Source: an optimization exercise on an open RTL-to-GDS flow (aim: small area, a short achievable clock period and few clock cycles per item). Production flows keep margins and buffers that such runs may drop. In this exercise RTL edits were held to simulation tests only and were not proved equivalent to the original.

Setup of run A:
Design insertionSort, start of the top module:
module insertionSort #(
    parameter NUM_VALS = 32,
    parameter SIZE_DATA = 16
)(
    input  logic                          i_clk,
    input  logic                          i_rst_n,
    input  logic                          i_start,
    input  logic [NUM_VALS*SIZE_DATA-1:0] i_data,
    output logic                          o_done,
    output logic [NUM_VALS*SIZE_DATA-1:0] o_data
);
For scale: ~520 flip-flops, ~47000 µm² of cells after synthesis.
Settings: LEC_CHECK=0, ABC_AREA=0, CAP_MARGIN=20, CORE_AREA=2 2 408 408, CTS_CLUSTER_DIAMETER=120, CTS_CLUSTER_SIZE=20, DIE_AREA=0 0 410 410, SLEW_MARGIN=20; clock period 10.0 ns.
standard.sh (not shown) runs the stock make flow with config.mk's settings and CLKGATE_MAP_FILE= SYNTH_SCRIPT=/design/flow/synth_recipe.tcl, a recipe that flattens the netlist after the stock synthesis.
==> flow/flow/run.sh <==
#!/bin/bash
# The standard ORFS layout (the standard.sh, standard synthesis unchanged)
# with two changes: the port buffers the standard flow's flow inserts use a small buffer
# cell instead of the delay buffer buffer_ports picks by default, and repair
# aims for a setup slack margin of MARGIN ns against the 10 ns clock.
# Each tool's output goes to ORFS's own logs under orfs/logs; the make output
# is kept in standard.log.
set -euo pipefail
MARGIN=$(cat flow/margin.txt)
PORTBUF=$(cat flow/portbuf.txt)
bash standard.sh "SETUP_SLACK_MARGIN=${MARGIN}" \
    "BUFFER_PORTS_ARGS=-buffer_cell ${PORTBUF}" finish > standard.log 2>&1
==> flow/flow/margin.txt <==
6.0
==> flow/flow/portbuf.txt <==
sky130_fd_sc_hd__buf_1
Run A finished all stages; the layout is clean.
Testbench counts of run A, summed over its fixed seeds: cycles 1,920, sorts 192.
--- input diff run A..run B ---
Settings: ABC_AREA now 1, was 0; CTS_CLUSTER_SIZE no longer set, was 20; DIE_AREA now 0 0 360 360, was 0 0 410 410; CTS_CLUSTER_DIAMETER no longer set, was 120; CORE_AREA now 2 2 358 358, was 2 2 408 408.
==> flow/flow/margin.txt <==
6.8
==> flow/flow/portbuf.txt <==
sky130_fd_sc_hd__buf_2
==> results.txt <==
The net count after synthesis in run B sits 3195 above the value recorded for run A.
Run B vs. run A: register-to-register path setup slack went up by 0.69 ns.
Number of setup buffers added after CTS was lower in the run labelled run A.
On routed wire length: run B sits above run A.
Run A → run B: share of final layout cell area taken by clock buffers and inverters higher; minimum clock period now smaller.
Inputs modified between run B and run C:
Settings: DIE_AREA: 0 0 360 360 -> 0 0 320 320; ABC_AREA: 1 -> unset; CORE_AREA: 2 2 358 358 -> 2 2 318 318.
==> flow/flow/margin.txt <==
6.5
For run C, the flow was terminated by a tool error in 5_1_grt and produced no final design. Side by side, standard cell area after detailed placement turned out lower in run C than in run B. Run C vs run B: quantity of gates resized following cts down by more than 10%. Relative to run B, average cell area after synthesis has gone up in run C.

* * *

insertionSort, a different RTL version from the one above (not shown whole).
Size: about 3200 cells after synthesis, about 520 flip-flops, about 1000 I/O pins.
==> flow/config.mk <==
export PLATFORM = sky130hd
export DESIGN_NAME = insertionSort
export DESIGN_NICKNAME = insertionSort
export VERILOG_FILES = /design/flow/design.v
export SDC_FILE = /design/flow/constraint.sdc
export NUM_CORES = 8
export LEC_CHECK = 0
export CAP_MARGIN = 20
export CORE_AREA = 2 2 318 318
export CTS_CLUSTER_DIAMETER = 120
export CTS_CLUSTER_SIZE = 20
export DIE_AREA = 0 0 320 320
export SLEW_MARGIN = 20
==> flow/constraint.sdc <==
create_clock -name core_clock -period 10.0 [get_ports {i_clk}]
set_input_delay 2.0000 -clock core_clock [delete_from_list [all_inputs] [get_ports {i_clk}]]
set_output_delay 2.0000 -clock core_clock [all_outputs]
set_load 0.01 [all_outputs]
==> flow/flow/margin.txt <==
6.5
==> flow/flow/portbuf.txt <==
sky130_fd_sc_hd__buf_1
Scripts as last shown in full above: flow/flow/run.sh
Testbench counts at the start, summed over its fixed seeds: cycles 4,224, sorts 192.
Rerun with:
==> flow/flow/portbuf.txt (replaced) <==
sky130_fd_sc_hd__buf_2
After rerunning: The new run produced a clean layout; die area is unchanged; global-route usage goes up by 0.13 points; cell area rose by 3.7%; clock skew fell by 0.0049 ns; setup slack hardly moves.
Rerun with:
Settings changed: CTS_BUF_LIST set to sky130_fd_sc_hd__clkbuf_8, CTS_CLUSTER_DIAMETER 120 to not set, CTS_CLUSTER_SIZE 20 to not set.
=>
- wire length rose by 1.5%
- global-route usage rose by 0.58 points
- die area stays the same
- flip-flop and latch count stays the same
- synthesized area stays the same
- critical path depth does not change

* * *

Setup of rev 12:
insertionSort, a different RTL version from the one above (not shown whole).
Size: ~10000 cells after synthesis, about 540 flip-flops, roughly 1000 I/O pins, roughly 54000 sq um of cells after synthesis.
Settings: LEC_CHECK=0, ABC_AREA=1, CAP_MARGIN=20, CORE_AREA=2 2 378 378, CTS_CLUSTER_DIAMETER=120, CTS_CLUSTER_SIZE=20, DIE_AREA=0 0 380 380, SLEW_MARGIN=20; clock period 10.0 ns.
==> flow/flow/margin.txt <==
6.6
==> flow/flow/portbuf.txt <==
sky130_fd_sc_hd__buf_1
Scripts as last shown in full above: flow/flow/run.sh
Testbench counts of rev 12, summed over its fixed seeds: cycles 1,920, sorts 192.
Modified inputs, rev 13 compared to rev 12
Settings: PLACE_DENSITY newly set to 0.7.
==> flow/flow/margin.txt <==
6.5
### Flow results
Delta (rev 13 minus rev 12): sequential cell count closely matched the old numbers; routed wire length decreased 2.3%. Taking rev 12 as the reference, in rev 13 multi-input logic area -about 1.3%, antenna diode count -13, standard cell area after detailed placement now smaller, post-synth net total has remained practically unchanged. Of rev 13 and rev 12, the lower setup slack after placement belongs to rev 12. NOTE number of global-route vias before repair rev 12->rev 13 decreased by a few percent. Rev 13 ends up with a measured slew at the worst slew-check pin that is 0.073 ns higher than in rev 12.

## port drivers added, routing unchanged
The flow's constraints put no driver on any port. The routed layouts listed below were extracted and timed again, unchanged, in two steps. Step 1 assumes that a clkbuf_16 drives the clock port and a buf_2 every other input. Step 2 also shifts input and output timing later by t, the mid clock arrival at the registers, as if the neighbouring blocks saw the same clock. Slacks: ideal / step 1 / step 2; pairs: ideal / step 1.
| run | t, ns | setup slack, ns | cell pins on the clock port's net |
|---|---|---|---|
| run A | 0.723 | 5.896 / 5.896 / 5.896 | 1 |
| run B | 0.795 | 6.561 / 6.471 / 6.590 | 1 |
| the first run of note 2 | 0.724 | 6.509 / 6.436 / 6.557 | 1 |
| the second run of note 2 | 0.671 | 6.511 / 6.440 / 6.548 | 1 |
| the third run of note 2 | 0.823 | 6.546 / 6.476 / 6.549 | 1 |
| rev 12 | 0.769 | 6.563 / 6.470 / 6.571 | 1 |
| rev 13 | 0.761 | 6.452 / 6.354 / 6.458 | 1 |
After both steps setup and hold are still met in every run listed.
